This is an optimization exercise on Yosys and OpenROAD, whose aim is small area, not a production implementation.
The RTL was checked by simulation tests, not by an equivalence proof against the original design.
Power and IR drop assume default switching activity.

## north
==> flow/design.v (excerpt) <==
module manta_style (
    input clk,
    input rst,
    output [15:0] imem_addr,
    output        imem_re,
    input  [15:0] imem_rdata,
    output [15:0] dmem_addr,
    output        dmem_re,
    output        dmem_we,
    output [15:0] dmem_wdata,
    input  [15:0] dmem_rdata
);
    reg [15:0] id_instr;
    reg [15:0] id_pc;
    reg [15:0] ex_instr;
    reg [1:0]  mul_cnt;      
    reg [15:0] mem_res;      
    reg [15:0] mem_wd;       
    reg [3:0]  mem_dest;     
    reg        mem_ld;
    reg        mem_st;
    reg [15:0] gpr [1:15];
    wire [3:0] id_op = id_instr[15:12];
    wire [3:0] id_a  = id_instr[11:8];
    wire [3:0] id_b  = id_instr[7:4];
    wire [3:0] id_c  = id_instr[3:0];
    wire [3:0] ex_op = ex_instr[15:12];
    wire [3:0] ex_a  = ex_instr[11:8];
    wire [3:0] ex_b  = ex_instr[7:4];
    wire [3:0] ex_c  = ex_instr[3:0];
    wire ex_mul   = (ex_op == 4'h5);
    wire mul_busy = ex_mul & ~mul_cnt[1];           
    wire ex_cd    = (ex_op[3:1] == 3'b110);         
    wire [3:0] ex_dest = ex_cd ? 4'd0 : ex_c;
    wire ex_ld    = (ex_op == 4'hb);
    wire ex_stw   = (ex_op == 4'hc);
    wire [3:0] hz_rs1 = (id_op != 4'he) ? id_a : 4'd0;
    wire [3:0] hz_rs2 = (id_op < 4'h6) ? id_b : ((id_op[3:1] == 3'b110) ? id_c : 4'd0);
    wire hz1 = (hz_rs1 != 4'd0) &&
               ((hz_rs1 == ex_dest && ex_ld) || (hz_rs1 == mem_dest && mem_ld && hz_rs1 != ex_dest));
    wire hz2 = (hz_rs2 != 4'd0) &&
               ((hz_rs2 == ex_dest && ex_ld) || (hz_rs2 == mem_dest && mem_ld && hz_rs2 != ex_dest));
    wire id_ex_stall = mul_busy | hz1 | hz2;
    wire id_branch   = (id_op == 4'hd) | (id_op == 4'he) | (id_op == 4'hf);
    wire if_id_stall = id_ex_stall | id_branch;
    wire [3:0] rs1 = ex_a;
    wire [3:0] rs2 = ex_op[3] ? ex_c : ex_b;
    wire [15:0] rf1 = (rs1 == 4'd0) ? 16'd0 : gpr[rs1[3:0]];
    wire [15:0] rf2 = (rs2 == 4'd0) ? 16'd0 : gpr[rs2[3:0]];
    wire [15:0] A = (mem_dest != 4'd0 && rs1 == mem_dest) ? mem_res : rf1;
  ...
Size: roughly 3000 cells after synthesis, ~85 I/O pins.
Settings: LEC_CHECK=0, ABC_AREA=1, CAP_MARGIN=20, CORE_MARGIN=2, CORE_UTILIZATION=60, CTS_CLUSTER_DIAMETER=100, CTS_CLUSTER_SIZE=24, PLACE_DENSITY=0.75, SLEW_MARGIN=20; clock period 8.0 ns.
standard.sh (not shown) runs the stock make flow with config.mk's settings and CLKGATE_MAP_FILE= SYNTH_SCRIPT=/design/flow/synth_recipe.tcl, a recipe that flattens the netlist after the stock synthesis.
==> flow/flow/run.sh <==
#!/bin/bash
# Layout flow: the standard flow (standard.sh) unchanged except that the
# ports are buffered with buf_1 cells instead of the flow's default buffer.
# ORFS's own logs stay in orfs/logs; make's output goes to standard.log.
set -euo pipefail
bash standard.sh "BUFFER_PORTS_ARGS=-buffer_cell sky130_fd_sc_hd__buf_1" finish > standard.log 2>&1
north | stages: all done | timing, DRC, antenna: all pass
Input-level comparison between south and north:
Settings: swapping 24 for 16 in CTS_CLUSTER_SIZE; swapping 100 for 60 in CTS_CLUSTER_DIAMETER; putting CTS_BUF_LIST at sky130_fd_sc_hd__clkbuf_8 where nothing was set.
### Flow results
Total wire length in south is 0.54% above north. met2 capacity usage during global routing across south and north: no real change. Via total after detailed routing: north vs south, no meaningful difference. Between north and south, the fraction of registers with async set or reset after synthesis figures differ only marginally. Measured against each other, south and north differ in proportion of cell area occupied by registers, the higher figure coming from north. The final reports for south and north show global-route usage higher in the former. south — number of fillers in the final layout about 0.5% higher, north as reference.


## run a
manta_style, a different RTL version from the one above (not shown whole).
Size in the first run: roughly 3100 cells after synthesis, roughly 330 flip-flops, roughly 85 I/O pins.
export LEC_CHECK = 0
export ABC_AREA = 1
export CAP_MARGIN = 20
export CORE_MARGIN = 2
export CORE_UTILIZATION = 40
export PLACE_DENSITY = 0.6
export SLEW_MARGIN = 20
create_clock -name core_clock -period 8.0 [get_ports {clk}]
Scripts as last shown in full above: flow/flow/run.sh
What run b does differently from run a at the input level:
# run a
export LEC_CHECK = 0
export ABC_AREA = 1
export CAP_MARGIN = 20
export CORE_MARGIN = 2
export CORE_UTILIZATION = 40
export PLACE_DENSITY = 0.6
export SLEW_MARGIN = 20
create_clock -name core_clock -period 8.0 [get_ports {clk}]
# run b
export LEC_CHECK = 0
export ABC_AREA = 1
export CAP_MARGIN = 10
export CORE_MARGIN = 2
export CORE_UTILIZATION = 40
export GPL_TIMING_DRIVEN = 0
export PLACE_DENSITY = 0.6
export SLEW_MARGIN = 10
create_clock -name core_clock -period 8.0 [get_ports {clk}]
==> flow/run.sh (new file) <==
#!/bin/bash
# synth_recipe.tcl (not shown) runs the flow's synth.tcl, then flattens the netlist and writes it again
# the make line also repeats each setting of config.mk as NAME=value (left out here)
make -C /OpenROAD-flow-scripts/flow DESIGN_CONFIG=/design/flow/config.mk WORK_HOME=/design/flow/orfs CLKGATE_MAP_FILE= SYNTH_SCRIPT=/design/flow/synth_recipe.tcl finish
removed: flow/flow/run.sh
removed: flow/standard.sh
Looking at switching share of total power, run b sits 0.36 points below run a.
Number of DRC violations after detailed-routing iteration 0 on run b is behind run a.
Summary: with run a as the reference, sum of met2 wire segment lengths after detailed routing in run b moved up by more than 10%.
Summary: with run a as the reference, area of placed instances in run b moved up by a few percent.
Between run b and run a, the transition time of the tightest slew-check pin is higher for run b.
Compared with run a, run b shows a higher share of total power in combinational logic.
Area after synthesis came out exactly the same in run b and run a.


Another version of the RTL of manta_style (not shown whole).
For scale: ~3100 cells after synthesis, ~330 flip-flops.
## manta_style
module manta_style (
    input clk,
    input rst,
    output [15:0] imem_addr,
    output        imem_re,
    input  [15:0] imem_rdata,
    output [15:0] dmem_addr,
    output        dmem_re,
    output        dmem_we,
    output [15:0] dmem_wdata,
    input  [15:0] dmem_rdata
);
export LEC_CHECK = 0
export CAP_MARGIN = 20
export CORE_MARGIN = 2
export CORE_UTILIZATION = 40
export PLACE_DENSITY = 0.6
export SLEW_MARGIN = 20
create_clock -name core_clock -period 8.0 [get_ports {clk}]
run.sh (not shown) runs the stock make flow with config.mk's settings and CLKGATE_MAP_FILE= SYNTH_SCRIPT=/design/flow/synth_recipe.tcl, a recipe that flattens the netlist after the stock synthesis.
Stock flow here: none of the scripts above is used.
The baseline passed the timing, DRC and antenna checks.
Edit:
- ABC_AREA: default -> 1
Effect: Final area drops by 11%; fmax climbs by 0.64%; global-route usage drops by 4.2 points; sequential cell count is unchanged; setup slack is better by 0.050 ns.

==> separate check: timing with driven ports <==
No port has a modelled driver above. Below, the same layouts with a new extraction and two added sets of constraints. Step 1 sets driving cells, clkbuf_16 on the clock port and buf_2 on the other inputs (assumed; they add their load-dependent delay and slew). Step 2 times the ports against the registers' clock, not the clock port: input delays grow and output delays shrink by t, the midpoint of the rising clock arrivals with the driver on. a / b / c = no drivers / after step 1 / after step 2; a / b = the first two.
run	t (ns)	slack for setup (ns)	worst register clock-pin slew, ns	pins driven straight from the clock port
north	0.617	0.270 / 0.213 / 0.386	0.11 / 0.11	1
south	0.750	0.285 / 0.231 / 0.419	0.11 / 0.11	1
run a	0.647	0.347 / 0.343 / 0.347	0.06 / 0.06	1
run b	0.643	0.263 / 0.204 / 0.363	0.07 / 0.07	1
the first run of note 3	0.653	0.152 / 0.114 / 0.152	0.07 / 0.07	1
the second run of note 3	0.658	0.201 / 0.201 / 0.201	0.07 / 0.07	1
After both steps every run listed still meets setup and hold.
